Source: an optimization exercise on an open RTL-to-GDS flow (aim: small area and a short achievable clock period). Production flows keep margins and buffers that such runs may drop.
At most, simulation tests tie the RTL to the original design; equivalence was not proved.
No functional check of the RTL was part of run 2.

==> flow/design.v, too long to show whole: its modules and the start of the top module <==
// module part2: 1166 lines
module part2 (
    clear,
    clock,
    digit,
    digit_valid,
    end_of_line,
    total,
    line_result
);
  // ...
==> flow/flow/run.sh <==
#!/bin/bash
# The standard layout (standard.sh), with these changes:
#  - synthesis leaves adders to ABC as plain gates (ADDER_MAP_FILE empty: no
#    full or half adder cells), so ABC can restructure the arithmetic;
#  - ABC's area script maps for a delay target (flow/abc_area.script) instead
#    of the unreachable default, so it can recover area off the critical paths;
set -euo pipefail
here=$(pwd)
rm -rf "$here/synth_scripts"
cp -r "$FLOW_HOME/scripts" "$here/synth_scripts"
cp "$here/flow/abc_area.script" "$here/synth_scripts/abc_area.script"
bash standard.sh ADDER_MAP_FILE= SCRIPTS_DIR="$here/synth_scripts" synth > synth.log 2>&1
export BUFFER_PORTS_ARGS="-buffer_cell sky130_fd_sc_hd__buf_1"
bash standard.sh ADDER_MAP_FILE= "BUFFER_PORTS_ARGS=$BUFFER_PORTS_ARGS" finish > layout.log 2>&1
==> flow/flow/abc_area.script <==
strash
dch -f
map -D 2500 -A 0.9
topo
stime -c
buffer -c
upsize -c -D 2500
dnsize -c -D 2500
==> flow/standard.sh <==
#!/bin/bash
# synth_recipe.tcl (not shown) runs the flow's synth.tcl, then flattens the netlist and writes it again
# the make line also repeats each setting of config.mk as NAME=value (left out here)
make -C /OpenROAD-flow-scripts/flow DESIGN_CONFIG=/design/flow/config.mk WORK_HOME=/design/flow/orfs CLKGATE_MAP_FILE= SYNTH_SCRIPT=/design/flow/synth_recipe.tcl "${@:-finish}"
==> flow/config.mk <==
export PLATFORM = sky130hd
export DESIGN_NAME = part2
export DESIGN_NICKNAME = part2
export VERILOG_FILES = /design/flow/design.v
export SDC_FILE = /design/flow/constraint.sdc
export NUM_CORES = 4
export LEC_CHECK = 0
export ABC_AREA = 1
export CAP_MARGIN = 20
export CORE_MARGIN = 2
export CORE_UTILIZATION = 40
export SETUP_SLACK_MARGIN = 2.6
export SLEW_MARGIN = 20
==> flow/constraint.sdc <==
create_clock -name core_clock -period 6.5 [get_ports {clock}]
set_input_delay 1.3000 -clock core_clock [delete_from_list [all_inputs] [get_ports {clock}]]
set_output_delay 1.3000 -clock core_clock [all_outputs]
set_load 0.01 [all_outputs]
==> impl_metrics.json, run 1 <==
{
  "multi_input_area_share": 0.6407,
  "dr_wl_met3_mm": 1.945,
  "synth.yosys.seq_area_share": 0.2010,
  "m1WireLength_mm": 22.46,
  "placedInstanceArea_mm2": 0.01686,
  "grt_pass1_wl_mm": 73.83,
  "status": "timing/DRC/antenna clean",
  "final_common_cell": "nand2_1",
  "hp-start": "tot[57]",
  "multi_input_cells": 2243,
  "dieArea_mm2": 0.04196,
  "buffers": 120,
  "synthXorXnorAreaFrac": 0.1432,
  "critPathLaunch": "lp[0]",
  "synthArstFlopShare": 0,
  "synth_seq_cells": 162,
  "cts-htree-levels": 4,
  "syn-cell-area_mm2": 0.01613,
  "antenna_cells": 0,
  "largest_register_ffs": 64,
  "path_clk_slew_ns": 0.07,
  "synthFlopType": "dfxtp_1",
  "synth_top_family_by_area": "simple AND/OR/NAND/NOR gates",
  "grtUsageMet2": 0.3592,
  "seq_area_frac": 0.1863,
  "stdcell_area_mm2": 0.01754,
  "grt-busiest-layer": "met2",
  "grt_antenna_before_repair": 0,
  "yosys.cell_count.top_type": "nand2_1",
  "cts-resized-gates": 2,
  "hold_viol_final": 0,
  "clockBufferCount": 20,
  "inverters": 352,
  "skew_ns": 0.01453,
  "cp.depth": 14,
  "clockRootBuffer": "clkbuf_16",
  "startpoint_type": "flip-flop"
}
==> inputs of run 2 (changes only) <==
--- a/flow/design.v
+++ b/flow/design.v
@@ -12,18 +12,17 @@
     input [3:0] digit;
     input digit_valid;
     input end_of_line;
     output [63:0] total;
     output [47:0] line_result;
     reg [47:4] z;        
     reg [3:0] x0;        
     reg [39:0] ls;       
-    reg [4:0] lg;        
-    reg [5:1] lp;        
+    reg [5:1] lcr;       
     reg [63:0] tot;
     integer k;
     reg  [11:1] shr;     
     wire        sh0 = shr[1] | (x0 < digit);    
     wire [3:0]  y0 = sh0 ? digit : x0;
     wire [47:0] y = {z, y0};
     reg  [11:1] ysh;
     always @(*) begin
@@ -755,23 +754,23 @@
     wire b5_s506 = b5_p489 ^ b5_g486;
     wire b5_s507 = b5_p491 ^ b5_G496;
     wire b5_s508 = b5_p493 ^ b5_G500;
     wire b5_s509 = b5_p495 ^ b5_G502;
     wire bp510 = (c286 ^ s287) & (c288 ^ s289) & (c290 ^ r11[26]) & (r11[27] ^ 1'b0) & (r11[28] ^ 1'b0);
     wire [39:0] ys = {b5_s509, b5_s508, b5_s507, b5_s506, b5_p487, b4_s484, b4_s483, b4_s482, b4_s481, b4_s480, b4_s479, b4_p448, b3_s445, b3_s444, b3_s443, b3_s442, b3_s441, b3_s440, b3_p409, b2_s406, b2_s405, b2_s404, b2_s403, b2_s402, b2_s401, b2_p370, b1_s367, b1_s366, b1_s365, b1_s364, b1_s363, b1_s362, b1_p331, b0_s328, b0_s327, b0_s326, b0_s325, b0_s324, b0_s323, b0_p292};
     wire [4:0] yg = {b4_G477, b3_G438, b2_G399, b1_G360, b0_G321};
     wire [5:1] yp = {bp510, bp485, bp446, bp407, bp368};
-    wire [5:0] lc;
-    assign lc[0] = 1'b0;
-    assign lc[1] = lg[0];
-    assign lc[2] = lg[1] | (lp[1] & lc[1]);
-    assign lc[3] = lg[2] | (lp[2] & lc[2]);
-    assign lc[4] = lg[3] | (lp[3] & lc[3]);
-    assign lc[5] = lg[4] | (lp[4] & lc[4]);
+    wire [5:1] yc;    
+    assign yc[1] = b0_G321;
+    assign yc[2] = b1_G360 | (bp368 & yc[1]);
+    assign yc[3] = b2_G399 | (bp407 & yc[2]);
+    assign yc[4] = b3_G438 | (bp446 & yc[3]);
+    assign yc[5] = b4_G477 | (bp485 & yc[4]);
+    wire [5:0] lc = {lcr, 1'b0};
     wire [39:0] lr = {(ls[39] ^ (lc[5] & ls[35] & ls[36] & ls[37] & ls[38])), (ls[38] ^ (lc[5] & ls[35] & ls[36] & ls[37])), (ls[37] ^ (lc[5] & ls[35] & ls[36])), (ls[36] ^ (lc[5] & ls[35])), (ls[35] ^ (lc[5])), (ls[34] ^ (lc[4] & ls[28] & ls[29] & ls[30] & ls[31] & ls[32] & ls[33])), (ls[33] ^ (lc[4] & ls[28] & ls[29] & ls[30] & ls[31] & ls[32])), (ls[32] ^ (lc[4] & ls[28] & ls[29] & ls[30] & ls[31])), (ls[31] ^ (lc[4] & ls[28] & ls[29] & ls[30])), (ls[30] ^ (lc[4] & ls[28] & ls[29])), (ls[29] ^ (lc[4] & ls[28])), (ls[28] ^ (lc[4])), (ls[27] ^ (lc[3] & ls[21] & ls[22] & ls[23] & ls[24] & ls[25] & ls[26])), (ls[26] ^ (lc[3] & ls[21] & ls[22] & ls[23] & ls[24] & ls[25])), (ls[25] ^ (lc[3] & ls[21] & ls[22] & ls[23] & ls[24])), (ls[24] ^ (lc[3] & ls[21] & ls[22] & ls[23])), (ls[23] ^ (lc[3] & ls[21] & ls[22])), (ls[22] ^ (lc[3] & ls[21])), (ls[21] ^ (lc[3])), (ls[20] ^ (lc[2] & ls[14] & ls[15] & ls[16] & ls[17] & ls[18] & ls[19])), (ls[19] ^ (lc[2] & ls[14] & ls[15] & ls[16] & ls[17] & ls[18])), (ls[18] ^ (lc[2] & ls[14] & ls[15] & ls[16] & ls[17])), (ls[17] ^ (lc[2] & ls[14] & ls[15] & ls[16])), (ls[16] ^ (lc[2] & ls[14] & ls[15])), (ls[15] ^ (lc[2] & ls[14])), (ls[14] ^ (lc[2])), (ls[13] ^ (lc[1] & ls[7] & ls[8] & ls[9] & ls[10] & ls[11] & ls[12])), (ls[12] ^ (lc[1] & ls[7] & ls[8] & ls[9] & ls[10] & ls[11])), (ls[11] ^ (lc[1] & ls[7] & ls[8] & ls[9] & ls[10])), (ls[10] ^ (lc[1] & ls[7] & ls[8] & ls[9])), (ls[9] ^ (lc[1] & ls[7] & ls[8])), (ls[8] ^ (lc[1] & ls[7])), (ls[7] ^ (lc[1])), ls[6], ls[5], ls[4], ls[3], ls[2], ls[1], ls[0]};
     wire tg511 = tot[0] & lr[0];
     wire tp512 = tot[0] ^ lr[0];
     wire tg513 = tot[1] & lr[1];
     wire tp514 = tot[1] ^ lr[1];
     wire tg515 = tot[2] & lr[2];
     wire tp516 = tot[2] ^ lr[2];
     wire tg517 = tot[3] & lr[3];
@@ -1141,25 +1140,23 @@
     wire tP881 = tP865 & tP873;
     wire [63:0] tsum = {(tot[63] ^ (tG789 & tP880)), (tot[62] ^ (tG789 & tP879)), (tot[61] ^ (tG789 & tP878)), (tot[60] ^ (tG789 & tP877)), (tot[59] ^ (tG789 & tP876)), (tot[58] ^ (tG789 & tP875)), (tot[57] ^ (tG789 & tP874)), (tot[56] ^ (tG789 & tP873)), (tot[55] ^ (tG789 & tP872)), (tot[54] ^ (tG789 & tP871)), (tot[53] ^ (tG789 & tP870)), (tot[52] ^ (tG789 & tP869)), (tot[51] ^ (tG789 & tP868)), (tot[50] ^ (tG789 & tP867)), (tot[49] ^ (tG789 & tP866)), (tot[48] ^ (tG789 & tP857)), (tot[47] ^ (tG789 & tP856)), (tot[46] ^ (tG789 & tP855)), (tot[45] ^ (tG789 & tP854)), (tot[44] ^ (tG789 & tP843)), (tot[43] ^ (tG789 & tP842)), (tot[42] ^ (tG789 & tP830)), (tot[41] ^ (tG789 & tot[40])), (tot[40] ^ tG789), ts829, ts828, ts827, ts826, ts825, ts824, ts823, ts822, ts821, ts820, ts819, ts818, ts817, ts816, ts815, ts814, ts813, ts812, ts811, ts810, ts809, ts808, ts807, ts806, ts805, ts804, ts803, ts802, ts801, ts800, ts799, ts798, ts797, ts796, ts795, ts794, ts793, ts792, ts791, tp512};
     always @(posedge clock) begin
         if (clear | end_of_line) begin
             z  <= 44'd0;
             x0 <= 4'd0;
             shr <= 11'd0;
             ls <= 40'd0;
-            lg <= 0;
-            lp <= 0;
+            lcr <= 0;
         end else if (digit_valid) begin
             z  <= zn;
             x0 <= y0;
             shr <= ysh;
             ls <= ys;
-            lg <= yg;
-            lp <= yp;
+            lcr <= yc;
         end
         if (clear)
             tot <= 64'd0;
         else if (end_of_line)
             tot <= tsum;
     end
     assign total = tot;
     assign line_result = {8'd0, lr};
--- a/flow/flow/run.sh
+++ b/flow/flow/run.sh
@@ -5,10 +5,10 @@
 #  - ABC's area script maps for a delay target (flow/abc_area.script) instead
 #    of the unreachable default, so it can recover area off the critical paths;
 set -euo pipefail
 here=$(pwd)
 rm -rf "$here/synth_scripts"
 cp -r "$FLOW_HOME/scripts" "$here/synth_scripts"
 cp "$here/flow/abc_area.script" "$here/synth_scripts/abc_area.script"
 bash standard.sh ADDER_MAP_FILE= SCRIPTS_DIR="$here/synth_scripts" synth > synth.log 2>&1
-export BUFFER_PORTS_ARGS="-buffer_cell sky130_fd_sc_hd__buf_1"
+export BUFFER_PORTS_ARGS="-buffer_cell sky130_fd_sc_hd__buf_2"
 bash standard.sh ADDER_MAP_FILE= "BUFFER_PORTS_ARGS=$BUFFER_PORTS_ARGS" finish > layout.log 2>&1
==> impl_metrics.json, run 2 <==
{
  "clockBufferDepth": 2,
  "synth_edf_count": 0,
  "grt-ovfl-total": 0,
  "synth_warnings": 1,
  "dr.pass1.iters": 6,
  "dieArea_mm2": 0.04192,
  "maxCapViolations": 0,
  "critPathLaunch": "z[37]",
  "grt_antenna_before_repair": 1,
  "drc": 0,
  "yosys-top-cells-area": "dfxtp_1, nand2_1, nor2_1",
  "area_growth_syn_to_layout_pct": 10.35,
  "ff2ff_setup_slack_ns": 2.86,
  "drive_gt1_frac": 0.1076,
  "timing.slew.headroom": 0.3890,
  "cts-htree-levels": 4,
  "gr-usage-met1": 0.2964,
  "synthArstFlopShare": 0,
  "hp-class": "reg -> reg",
  "crit_type": "reg -> reg",
  "die_w_um": 204.7,
  "row_count": 73,
  "antenna_cells": 0,
  "nets": 2978,
  "grt_setup_unrepaired": "true",
  "finalMaxSlewViolations": 0,
  "syn_inst": 2899,
  "largest_register_ffs": 64,
  "syn_avg_cell_area_um2": 5.560,
  "synth_common_cells": "nand2_1, nor2_1, inv_1, a21oi_1, o21ai_0",
  "tns_ns": 0,
  "yosys.cell_types.count": 55,
  "grtUsageTotal": 0.2262,
  "mostFrequentLayoutCells": "nand2_1, nor2_1, inv_1, a21oi_1, o21ai_0",
  "max_slew.worst_pin.slew_ns": 0.9165,
  "synth_seq_cells": 158,
  "grt_max_degree": 95,
  "syn-cell-area_mm2": 0.01612,
  "synth_top_area_frac": 0.1962,
  "grt_pass1_vias": 15820,
  "grt-busiest-layer": "met2",
  "critPathMaxFanout": 12,
  "final_antenna_net_count": 0,
  "clockRootBuffer": "clkbuf_16",
  "startpoint_type": "flip-flop",
  "status": "timing/DRC/antenna clean",
  "grt_pass1_wl_mm": 77.07,
  "finalCritPeriodShare": 0.5606,
  "reg2reg_depth": 22,
  "fmax_mhz": 274.4,
  "ios": 120,
  "grtUsageMet2": 0.3813,
  "crit_path_end": "lcr[5]",
  "numCtsBuffers": 17,
  "critPathCaptureType": "flip-flop",
  "via_per_inst": 4.891,
  "critical_path_required_ns": 6.88,
  "core_area_mm2": 0.03973,
  "first_iter_violations": 1114,
  "synth.yosys.seq_area_share": 0.1962,
  "vias": 17158,
  "skew_ns": 0.01343,
  "path_clk_slew_ns": 0.07,
  "r2r_start": "z[37]",
  "die_y_um": 204.7,
  "avgRoutedWirePerCell_um": 13.42,
  "yosys.cell_count.top_type": "nand2_1",
  "synthFlopType": "dfxtp_1",
  "use_met3": 0.03054,
  "setup_viol": 0,
  "clock_latency_ns": 0.45,
  "reg_top3": "tot (64), z (44), ls (40)",
  "synth_top_area_cell": "dfxtp_1",
  "portBuffers": 111,
  "initial_core_util": 0.4057,
  "hold_viol_final": 0,
  "timing.critical_path.arrival_ns": 4.03,
  "ctsHoldBuffers": 0,
  "period_minus_slack_ns": 3.644,
  "tritoncts": "done",
  "hold_ws_ns": 0.4692,
  "finalWirelength_mm": 47.09,
  "final_common_cell": "nand2_1",
  "gp_congestion": 0.9271,
  "hpwl_mm": 37.43,
  "largest-register": "tot",
  "timing.rr.end": "lcr[5]",
  "numClockSinks": 158
}
## run 2: cells by family after synthesis
| logic type | Yosys count | synth area share |
|---|---|---|
| AOI/OAI and AO/OA | 481 | 0.1568 |
| xor gates and xnor gates | 208 | 0.1170 |
| adders and majority gates | 4 | 0.002562 |
| buffers and inverters | 442 | 0.1121 |
| DFF | 158 | 0.1962 |
| other | 1 | 0.0002327 |
| and+or+nand+nor | 1605 | 0.4151 |
## run 2: final cells by class
class | count | area, µm²
clock inverters | 14 | 171.4
clock buffers | 18 | 429.2
inverters | 364 | 1386
repair buffers | 123 | 656.9
flip-flops and latches | 158 | 3197
fillers | 4355 | 21950
multi-input cells | 2306 | 11290
well taps | 525 | 656.9
## run 2: metal layers
layer | vias to the layer above | share of wire
met5 | - | 0
met1 | 7610 | 0.47
li1 | 9145 | -
met4 | 0 | 0.025
met3 | 56 | 0.044
met2 | 347 | 0.46
## run 2: what timing repair did
action	CTS	global route
pin swaps	0	1
setup endpoints to repair	4	45
buffers inserted	0	5
resized for setup	1	62
## run 2: through the flow
stage	cells	cell area, µm²	util	worst slack, ns
floorplan	2906	16140	-	2.909
global placement	3470	16980	0.4274	2.324
detailed placement	3470	16980	0.4274	2.324
CTS	3502	17580	0.4425	2.646
global route	3508	17790	0.4476	2.510
finish	3508	17790	0.4476	2.856
## run 2: critical path, cell delays in order (launching register included)
cell	delay [ns]
dfxtp_2	0.47
inv_1	0.15
nor2_2	0.22
nand2_1	0.11
o21ai_2	0.08
nor2_1	0.10
or2_4	0.25
and2_1	0.15
or2_1	0.26
nand2_1	0.07
nand2_1	0.07
nand2_2	0.08
xor2_1	0.18
a21oi_1	0.11
a21oi_1	0.22
nand3_1	0.11
nand2_1	0.14
nand4_1	0.12
nand3_1	0.17
nand3_1	0.15
a21oi_2	0.17
o21bai_1	0.08
a21oi_1	0.11
## run 2: worst min-delay path by stage
stage | cells past startpoint | startpoint | slack, ns | to
2_1_floorplan | 2 | x0[0] | 0.45 | x0[0]
3_3_place_gp | 2 | tot[57] | 0.44 | tot[57]
3_5_place_dp | 2 | tot[57] | 0.46 | tot[57]
4_1_cts | 2 | tot[57] | 0.47 | tot[57]
5_1_grt | 2 | tot[57] | 0.49 | tot[57]
6_report | 2 | tot[57] | 0.47 | tot[57]

[separate check: timing with driven ports]
In the flow no input, the clock included, has a driving cell. The finished layouts below were timed again as built, in two steps. Step 1 sets driving cells, clkbuf_16 on the clock port and buf_2 on the other inputs (assumed; they add their load-dependent delay and slew). Step 2 moves the port delays by t, midway between the first and last clock arrival at a register: inputs arrive t later, outputs are due t later. That takes back most of the time a late clock gives input paths. Three values: ideal, step 1, step 2; two values: the first two.
run	t (ns)	setup slack, ns	worst hold slack (ns)	worst setup path at the end
run 1	0.512	2.789 / 2.735 / 2.531	0.477 / 0.477 / 0.477	input to register
run 2	0.502	2.856 / 2.856 / 2.434	0.469 / 0.469 / 0.469	input to register
After both steps setup and hold are still met in every run listed. For run 2, which loses most, drivers alone change the setup slack by 0.000 ns; drivers and shift together by -0.422 ns.
